Source: an optimization exercise on an open RTL-to-GDS flow (aim: small area). Production flows keep margins and buffers that such runs may drop.
The RTL was checked by simulation tests, not by an equivalence proof against the original design.
The clock input has no modelled driver; a real chip could not lean on it and would need a root buffer or a full tree.
Power and IR drop assume default switching activity.

==> module frequence_divider, before the edit <==
module frequence_divider(input iClk, input rst, output reg oClk);
	localparam [24:0] T = 25'h0a367b8;
	reg  [24:0] s;
	wire [24:0] d;
	wire rstn, x, tcn, oclk_x;
	fd_inv   u_rstn (.a(rst), .y(rstn));
	fd_nor2  u_d1 (.a(rst), .b(s[0]), .y(d[1]));
	fd_nor2  u_d2 (.a(rst), .b(s[1]), .y(d[2]));
	fd_nand2 u_d3 (.a(rstn), .b(s[2]), .y(d[3]));
	fd_nand2 u_d4 (.a(rstn), .b(s[3]), .y(d[4]));
	fd_nand2 u_d5 (.a(rstn), .b(s[4]), .y(d[5]));
	fd_nor2  u_d6 (.a(rst), .b(s[5]), .y(d[6]));
	fd_nand2 u_d7 (.a(rstn), .b(s[6]), .y(d[7]));
	fd_nand2 u_d8 (.a(rstn), .b(s[7]), .y(d[8]));
	fd_nand2 u_d9 (.a(rstn), .b(s[8]), .y(d[9]));
	fd_nand2 u_d10 (.a(rstn), .b(s[9]), .y(d[10]));
	fd_nor2  u_d11 (.a(rst), .b(s[10]), .y(d[11]));
	fd_nor2  u_d12 (.a(rst), .b(s[11]), .y(d[12]));
	fd_nand2 u_d13 (.a(rstn), .b(s[12]), .y(d[13]));
	fd_nand2 u_d14 (.a(rstn), .b(s[13]), .y(d[14]));
	fd_nor2  u_d15 (.a(rst), .b(s[14]), .y(d[15]));
	fd_nand2 u_d16 (.a(rstn), .b(s[15]), .y(d[16]));
	fd_nand2 u_d17 (.a(rstn), .b(s[16]), .y(d[17]));
	fd_nor2  u_d18 (.a(rst), .b(s[17]), .y(d[18]));
	fd_nor2  u_d19 (.a(rst), .b(s[18]), .y(d[19]));
	fd_nor2  u_d20 (.a(rst), .b(s[19]), .y(d[20]));
	fd_nand2 u_d21 (.a(rstn), .b(s[20]), .y(d[21]));
	fd_nor2  u_d22 (.a(rst), .b(s[21]), .y(d[22]));
	fd_nand2 u_d23 (.a(rstn), .b(s[22]), .y(d[23]));
	assign d[24] = s[23];
	fd_xnor2 u_fb (.a(s[24]), .b(s[2]), .y(x));
	fd_a21oi u_d0 (.a1(tcn), .a2(x), .b1(rst), .y(d[0]));
	wire [5:0] m;
	fd_nand4 u_m0 (.a(d[1]), .b(d[2]), .c(d[3]), .d(s[3]), .y(m[0]));
	fd_nand4 u_m1 (.a(s[4]), .b(s[5]), .c(d[7]), .d(s[7]), .y(m[1]));
	fd_nand4 u_m2 (.a(s[8]), .b(s[9]), .c(s[10]), .d(d[12]), .y(m[2]));
	fd_nand4 u_m3 (.a(d[13]), .b(s[13]), .c(s[14]), .d(d[16]), .y(m[3]));
	fd_nand4 u_m4 (.a(s[16]), .b(s[17]), .c(d[19]), .d(d[20]), .y(m[4]));
	fd_nand3 u_m5 (.a(s[21]), .b(d[23]), .c(s[23]), .y(m[5]));
	wire g0, g1;
	fd_nor3  u_g0 (.a(m[0]), .b(m[1]), .c(m[2]), .y(g0));
	fd_nor3  u_g1 (.a(m[3]), .b(m[4]), .c(m[5]), .y(g1));
	fd_nand2 u_tc (.a(g0), .b(g1), .y(tcn));
	wire oclk_d;
	fd_xor2  u_ox (.a(oClk), .b(tcn), .y(oclk_x));
	fd_nor2  u_od (.a(rst), .b(oclk_x), .y(oclk_d));
	always @(posedge iClk) begin
		s    <= d;
		oClk <= oclk_d;
	end
endmodule
==> module fd_xnor2, before the edit <==
module fd_xnor2(input a, b, output y);
	assign y = ~(a ^ b);
endmodule
==> flow/config.mk <==
export PLATFORM = sky130hd
export DESIGN_NAME = frequence_divider
export DESIGN_NICKNAME = frequence_divider
export VERILOG_FILES = /design/flow/design.v
export SDC_FILE = /design/flow/constraint.sdc
export NUM_CORES = 4
export LEC_CHECK = 0
export CAP_MARGIN = 20
export CORE_AREA = 2 2 64 64
export CTS_BUF_LIST = sky130_fd_sc_hd__clkbuf_8
export DIE_AREA = 0 0 66 66
export PLACE_DENSITY = 0.9
export SLEW_MARGIN = 20
export SYNTH_HIERARCHICAL = 1
==> flow/constraint.sdc <==
create_clock -name core_clock -period 20.0 [get_ports {iClk}]
set_input_delay 4.0000 -clock core_clock [delete_from_list [all_inputs] [get_ports {iClk}]]
set_output_delay 4.0000 -clock core_clock [all_outputs]
set_load 0.01 [all_outputs]
standard.sh (not shown) runs the stock make flow with config.mk's settings and CLKGATE_MAP_FILE= SYNTH_SCRIPT=/design/flow/synth_recipe.tcl, a recipe that flattens the netlist after the stock synthesis.
==> flow/flow/run.sh <==
#!/bin/bash
# The standard layout with three changes:
#  - after floorplan, every combinational gate gets the smallest drive
#    strength of its function (flow/downsize.tcl);
#  - the port buffers are buf_1 cells (BUFFER_PORTS_ARGS);
#  - the clock tree is one level of clock buffers, each at the centre of the
#    registers it drives (flow/one_clkbuf.tcl, sourced before CTS).
# Each tool's output goes to standard.log in this folder.
set -euo pipefail
export BUFFER_PORTS_ARGS="-buffer_cell sky130_fd_sc_hd__buf_1"
export POST_FLOORPLAN_TCL="$PWD/flow/downsize.tcl"
export PRE_CTS_TCL="$PWD/flow/one_clkbuf.tcl"
export CLKBUF_GROUPS="${CLKBUF_GROUPS:-sky130_fd_sc_hd__clkbuf_4 13 sky130_fd_sc_hd__clkbuf_4 13}"
bash standard.sh > standard.log 2>&1
Other scripts of this flow, unchanged in this note and not shown: flow/flow/downsize.tcl, flow/flow/one_clkbuf.tcl
Change:
==> flow/design.v (replaced) <==
module frequence_divider(input iClk, input rst, output reg oClk);
	localparam [24:0] T = 25'h1ca98db;
	reg  [24:0] s;
	wire [24:0] d;
	wire rstn, x, tcn, oclk_x, oclk_d;
	fd_inv   u_rstn (.a(rst), .y(rstn));
	fd_nand2 u_d1 (.a(rstn), .b(s[0]), .y(d[1]));
	fd_nor2  u_d2 (.a(rst), .b(s[1]), .y(d[2]));
	fd_nand2 u_d3 (.a(rstn), .b(s[2]), .y(d[3]));
	fd_nand2 u_d4 (.a(rstn), .b(s[3]), .y(d[4]));
	fd_nor2  u_d5 (.a(rst), .b(s[4]), .y(d[5]));
	fd_nand2 u_d6 (.a(rstn), .b(s[5]), .y(d[6]));
	fd_nand2 u_d7 (.a(rstn), .b(s[6]), .y(d[7]));
	fd_nor2  u_d8 (.a(rst), .b(s[7]), .y(d[8]));
	fd_nor2  u_d9 (.a(rst), .b(s[8]), .y(d[9]));
	fd_nor2  u_d10 (.a(rst), .b(s[9]), .y(d[10]));
	fd_nand2 u_d11 (.a(rstn), .b(s[10]), .y(d[11]));
	assign d[12] = s[11];
	fd_a21oi u_d13 (.a1(tcn), .a2(s[12]), .b1(rst), .y(d[13]));
	fd_nor2  u_d14 (.a(rst), .b(s[13]), .y(d[14]));
	fd_nand2 u_d15 (.a(rstn), .b(s[14]), .y(d[15]));
	fd_nor2  u_d16 (.a(rst), .b(s[15]), .y(d[16]));
	fd_nand2 u_d17 (.a(rstn), .b(s[16]), .y(d[17]));
	fd_nor2  u_d18 (.a(rst), .b(s[17]), .y(d[18]));
	fd_nand2 u_d19 (.a(rstn), .b(s[18]), .y(d[19]));
	fd_nor2  u_d20 (.a(rst), .b(s[19]), .y(d[20]));
	fd_nor2  u_d21 (.a(rst), .b(s[20]), .y(d[21]));
	fd_nand2 u_d22 (.a(rstn), .b(s[21]), .y(d[22]));
	fd_nand2 u_d23 (.a(rstn), .b(s[22]), .y(d[23]));
	assign d[24] = s[23];
	fd_xor2  u_fb (.a(s[24]), .b(s[2]), .y(x));
	fd_nand3 u_d0 (.a(rstn), .b(tcn), .c(x), .y(d[0]));
	wire [5:0] m;
	fd_nand4 u_m0 (.a(s[0]), .b(s[1]), .c(d[3]), .d(s[3]), .y(m[0]));
	fd_nand4 u_m1 (.a(s[4]), .b(d[6]), .c(s[6]), .d(s[7]), .y(m[1]));
	fd_nand4 u_m2 (.a(d[9]), .b(d[10]), .c(d[11]), .d(s[11]), .y(m[2]));
	fd_nand4 u_m3 (.a(d[14]), .b(d[15]), .c(s[15]), .d(d[17]), .y(m[3]));
	fd_nand3 u_m4 (.a(s[17]), .b(d[19]), .c(s[19]), .y(m[4]));
	fd_nand3 u_m5 (.a(d[21]), .b(s[22]), .c(s[23]), .y(m[5]));
	wire g0, g1;
	fd_nor3  u_g0 (.a(m[0]), .b(m[1]), .c(m[2]), .y(g0));
	fd_nor3  u_g1 (.a(m[3]), .b(m[4]), .c(m[5]), .y(g1));
	fd_nand2 u_tc (.a(g0), .b(g1), .y(tcn));
	fd_xor2  u_ox (.a(oClk), .b(tcn), .y(oclk_x));
	fd_nor2  u_od (.a(rst), .b(oclk_x), .y(oclk_d));
	always @(posedge iClk) begin
		s    <= d;
		oClk <= oclk_d;
	end
endmodule
module fd_inv(input a, output y);
	assign y = ~a;
endmodule
module fd_nand2(input a, b, output y);
	assign y = ~(a & b);
endmodule
module fd_nor2(input a, b, output y);
	assign y = ~(a | b);
endmodule
module fd_nand3(input a, b, c, output y);
	assign y = ~(a & b & c);
endmodule
module fd_nor3(input a, b, c, output y);
	assign y = ~(a | b | c);
endmodule
module fd_nand4(input a, b, c, d, output y);
	assign y = ~(a & b & c & d);
endmodule
module fd_xor2(input a, b, output y);
	assign y = a ^ b;
endmodule
module fd_a21oi(input a1, a2, b1, output y);
	assign y = ~((a1 & a2) | b1);
endmodule
Effect:
- die area is unchanged
- total power went down by 1.1%
- wire length increases by 2.5%
- cell count drops by 0.87%
- combinational power decreases by about 5%
- via count rises by 2.2%
- worst hold slack got worse by 5.2 ps
- register-to-register slack is about the same
No run of this note takes its clock network from TritonCTS; it comes from the design's own scripts or RTL.

* * *

frequence_divider, a different RTL version from the one above (not shown whole).
Size: about 59 cells after synthesis, ~26 flip-flops.
==> module frequence_divider, before the edit <==
module frequence_divider(input iClk, input rst, output reg oClk);
	localparam [24:0] T = 25'h1ed8ca8;
	reg  [24:0] s;
	wire [24:0] d;
	wire rstn, x, tcn, oclk_x, oclk_d;
	fd_inv   u_rstn (.a(rst), .y(rstn));
	assign d[1] = s[0];
	fd_a21oi u_d2 (.a1(tcn), .a2(s[1]), .b1(rst), .y(d[2]));
	fd_nand2 u_d3 (.a(rstn), .b(s[2]), .y(d[3]));
	fd_nor2  u_d4 (.a(rst), .b(s[3]), .y(d[4]));
	fd_nand2 u_d5 (.a(rstn), .b(s[4]), .y(d[5]));
	fd_nor2  u_d6 (.a(rst), .b(s[5]), .y(d[6]));
	fd_nand2 u_d7 (.a(rstn), .b(s[6]), .y(d[7]));
	fd_nor2  u_d8 (.a(rst), .b(s[7]), .y(d[8]));
	fd_nor2  u_d9 (.a(rst), .b(s[8]), .y(d[9]));
	assign d[10] = s[9];
	fd_nand3 u_d11 (.a(rstn), .b(tcn), .c(s[10]), .y(d[11]));
	fd_nor2  u_d12 (.a(rst), .b(s[11]), .y(d[12]));
	fd_nor2  u_d13 (.a(rst), .b(s[12]), .y(d[13]));
	fd_nor2  u_d14 (.a(rst), .b(s[13]), .y(d[14]));
	fd_nand2 u_d15 (.a(rstn), .b(s[14]), .y(d[15]));
	fd_nand2 u_d16 (.a(rstn), .b(s[15]), .y(d[16]));
	fd_nor2  u_d17 (.a(rst), .b(s[16]), .y(d[17]));
	fd_nand2 u_d18 (.a(rstn), .b(s[17]), .y(d[18]));
	fd_nand2 u_d19 (.a(rstn), .b(s[18]), .y(d[19]));
	fd_nor2  u_d20 (.a(rst), .b(s[19]), .y(d[20]));
	fd_nand2 u_d21 (.a(rstn), .b(s[20]), .y(d[21]));
	fd_nand2 u_d22 (.a(rstn), .b(s[21]), .y(d[22]));
	assign d[23] = s[22];
	fd_nand3 u_d24 (.a(rstn), .b(tcn), .c(s[23]), .y(d[24]));
	fd_xor2  u_fb (.a(s[24]), .b(s[21]), .y(x));
	fd_nor2  u_d0 (.a(rst), .b(x), .y(d[0]));
	wire [2:0] m, g;
	fd_nand4 u_m0 (.a(s[22]), .b(s[24]), .c(d[3]), .d(s[3]), .y(m[0]));
	fd_nand4 u_m1 (.a(d[5]), .b(s[5]), .c(d[7]), .d(s[7]), .y(m[1]));
	fd_nand4 u_m2 (.a(d[9]), .b(s[11]), .c(d[13]), .d(d[14]), .y(m[2]));
	fd_nor4  u_g0 (.a(m[0]), .b(s[0]), .c(s[9]), .d(d[16]), .y(g[0]));
	fd_nor4  u_g1 (.a(m[1]), .b(d[17]), .c(s[17]), .d(d[19]), .y(g[1]));
	fd_nor4  u_g2 (.a(m[2]), .b(d[20]), .c(s[20]), .d(d[22]), .y(g[2]));
	fd_nand4 u_tc (.a(g[0]), .b(g[1]), .c(g[2]), .d(d[15]), .y(tcn));
	fd_xor2  u_ox (.a(oClk), .b(tcn), .y(oclk_x));
	fd_nor2  u_od (.a(rst), .b(oclk_x), .y(oclk_d));
	always @(posedge iClk) begin
		s    <= d;
		oClk <= oclk_d;
	end
endmodule
==> flow/config.mk <==
export PLATFORM = sky130hd
export DESIGN_NAME = frequence_divider
export DESIGN_NICKNAME = frequence_divider
export VERILOG_FILES = /design/flow/design.v
export SDC_FILE = /design/flow/constraint.sdc
export NUM_CORES = 4
export LEC_CHECK = 0
export CAP_MARGIN = 20
export CORE_AREA = 2 2 64 64
export CTS_BUF_LIST = sky130_fd_sc_hd__clkbuf_8
export DIE_AREA = 0 0 66 66
export PLACE_DENSITY = 0.9
export SLEW_MARGIN = 20
export SYNTH_HIERARCHICAL = 1
==> flow/constraint.sdc <==
create_clock -name core_clock -period 20.0 [get_ports {iClk}]
set_input_delay 4.0000 -clock core_clock [delete_from_list [all_inputs] [get_ports {iClk}]]
set_output_delay 4.0000 -clock core_clock [all_outputs]
set_load 0.01 [all_outputs]
Scripts as last shown in full above: flow/flow/run.sh
Other scripts of this flow, unchanged in this note and not shown: flow/flow/downsize.tcl, flow/flow/one_clkbuf.tcl
Edit:
==> flow/design.v (replaced) <==
module frequence_divider(input iClk, input rst, output reg oClk);
	localparam [24:0] T = 25'h1ca98db;
	reg  [24:0] s;
	wire [24:0] d;
	wire rstn, x, tcn, oclk_x, oclk_d;
	fd_inv   u_rstn (.a(rst), .y(rstn));
	fd_nand2 u_d1 (.a(rstn), .b(s[0]), .y(d[1]));
	fd_nor2  u_d2 (.a(rst), .b(s[1]), .y(d[2]));
	fd_nand2 u_d3 (.a(rstn), .b(s[2]), .y(d[3]));
	fd_nand2 u_d4 (.a(rstn), .b(s[3]), .y(d[4]));
	fd_nor2  u_d5 (.a(rst), .b(s[4]), .y(d[5]));
	fd_nand2 u_d6 (.a(rstn), .b(s[5]), .y(d[6]));
	fd_nand2 u_d7 (.a(rstn), .b(s[6]), .y(d[7]));
	fd_nor2  u_d8 (.a(rst), .b(s[7]), .y(d[8]));
	fd_nor2  u_d9 (.a(rst), .b(s[8]), .y(d[9]));
	fd_nor2  u_d10 (.a(rst), .b(s[9]), .y(d[10]));
	fd_nand2 u_d11 (.a(rstn), .b(s[10]), .y(d[11]));
	assign d[12] = s[11];
	fd_a21oi u_d13 (.a1(tcn), .a2(s[12]), .b1(rst), .y(d[13]));
	fd_nor2  u_d14 (.a(rst), .b(s[13]), .y(d[14]));
	fd_nand2 u_d15 (.a(rstn), .b(s[14]), .y(d[15]));
	fd_nor2  u_d16 (.a(rst), .b(s[15]), .y(d[16]));
	fd_nand2 u_d17 (.a(rstn), .b(s[16]), .y(d[17]));
	fd_nor2  u_d18 (.a(rst), .b(s[17]), .y(d[18]));
	fd_nand2 u_d19 (.a(rstn), .b(s[18]), .y(d[19]));
	fd_nor2  u_d20 (.a(rst), .b(s[19]), .y(d[20]));
	fd_nor2  u_d21 (.a(rst), .b(s[20]), .y(d[21]));
	fd_nand2 u_d22 (.a(rstn), .b(s[21]), .y(d[22]));
	fd_nand2 u_d23 (.a(rstn), .b(s[22]), .y(d[23]));
	assign d[24] = s[23];
	fd_xor2  u_fb (.a(s[24]), .b(s[2]), .y(x));
	fd_nand3 u_d0 (.a(rstn), .b(tcn), .c(x), .y(d[0]));
	wire [2:0] m, g;
	fd_nand4 u_m0 (.a(s[11]), .b(s[23]), .c(s[0]), .d(s[1]), .y(m[0]));
	fd_nand4 u_m1 (.a(d[3]), .b(s[3]), .c(s[4]), .d(d[6]), .y(m[1]));
	fd_nand4 u_m2 (.a(s[6]), .b(s[7]), .c(d[9]), .d(d[10]), .y(m[2]));
	fd_nor4  u_g0 (.a(m[0]), .b(s[13]), .c(s[14]), .d(d[16]), .y(g[0]));
	fd_nor4  u_g1 (.a(m[1]), .b(s[16]), .c(d[18]), .d(s[18]), .y(g[1]));
	fd_nor4  u_g2 (.a(m[2]), .b(d[20]), .c(s[20]), .d(d[23]), .y(g[2]));
	fd_nand4 u_tc (.a(g[0]), .b(g[1]), .c(g[2]), .d(d[11]), .y(tcn));
	fd_xor2  u_ox (.a(oClk), .b(tcn), .y(oclk_x));
	fd_nor2  u_od (.a(rst), .b(oclk_x), .y(oclk_d));
	always @(posedge iClk) begin
		s    <= d;
		oClk <= oclk_d;
	end
endmodule
module fd_inv(input a, output y);
	assign y = ~a;
endmodule
module fd_nand2(input a, b, output y);
	assign y = ~(a & b);
endmodule
module fd_nor2(input a, b, output y);
	assign y = ~(a | b);
endmodule
module fd_nand3(input a, b, c, output y);
	assign y = ~(a & b & c);
endmodule
module fd_nand4(input a, b, c, d, output y);
	assign y = ~(a & b & c & d);
endmodule
module fd_nor4(input a, b, c, d, output y);
	assign y = ~(a | b | c | d);
endmodule
module fd_xor2(input a, b, output y);
	assign y = a ^ b;
endmodule
module fd_a21oi(input a1, a2, b1, output y);
	assign y = ~((a1 & a2) | b1);
endmodule
Core utilization is about the same. Cell count went up slightly. Design area increases slightly. Total power stays flat. Flip-flop and latch count does not change. Clock power stays flat. Wire length is lower by a few percent. Worst setup slack gets worse by 0.060 ns. Hold slack got worse by 0.0044 ns. Sequential power is about the same. Register-to-register slack is better by 0.07 ns. Die area is unchanged.
In every run of this note, the design's own scripts or RTL, not TritonCTS, make the clock network.

## what the ideal ports hide
The results above use ideal ports. As a check the final layouts listed here were re-extracted and re-timed, cells and wires unchanged.
Step 1 assumes that a clkbuf_16 drives the clock port and a buf_2 every other input.
Step 2 also shifts input and output timing later by t, the mid clock arrival at the registers, as if the neighbouring blocks saw the same clock.
a / b / c = ideal ports / drivers / drivers and shift; a / b = the first two.
run | shift t [ns] | slack for setup (ns) | worst setup path after step 2 | worst slew at a driven data input, ns | cell pins on the clock port's net
the first run of note 1 | 0.195 | 14.522 / 14.520 / 14.325 | input to register | 0.03 | 2
the second run of note 1 | 0.195 | 14.550 / 14.551 / 14.356 | input to register | 0.03 | 2
the first run of note 2 | 0.196 | 14.318 / 14.319 / 14.123 | input to register | 0.03 | 2
the second run of note 2 | 0.195 | 14.258 / 14.260 / 14.065 | input to register | 0.03 | 2
After both steps every run listed still meets setup and hold. The setup slack of the first run of note 1, which loses most, moves by -0.002 ns with the drivers and by -0.197 ns with both steps.
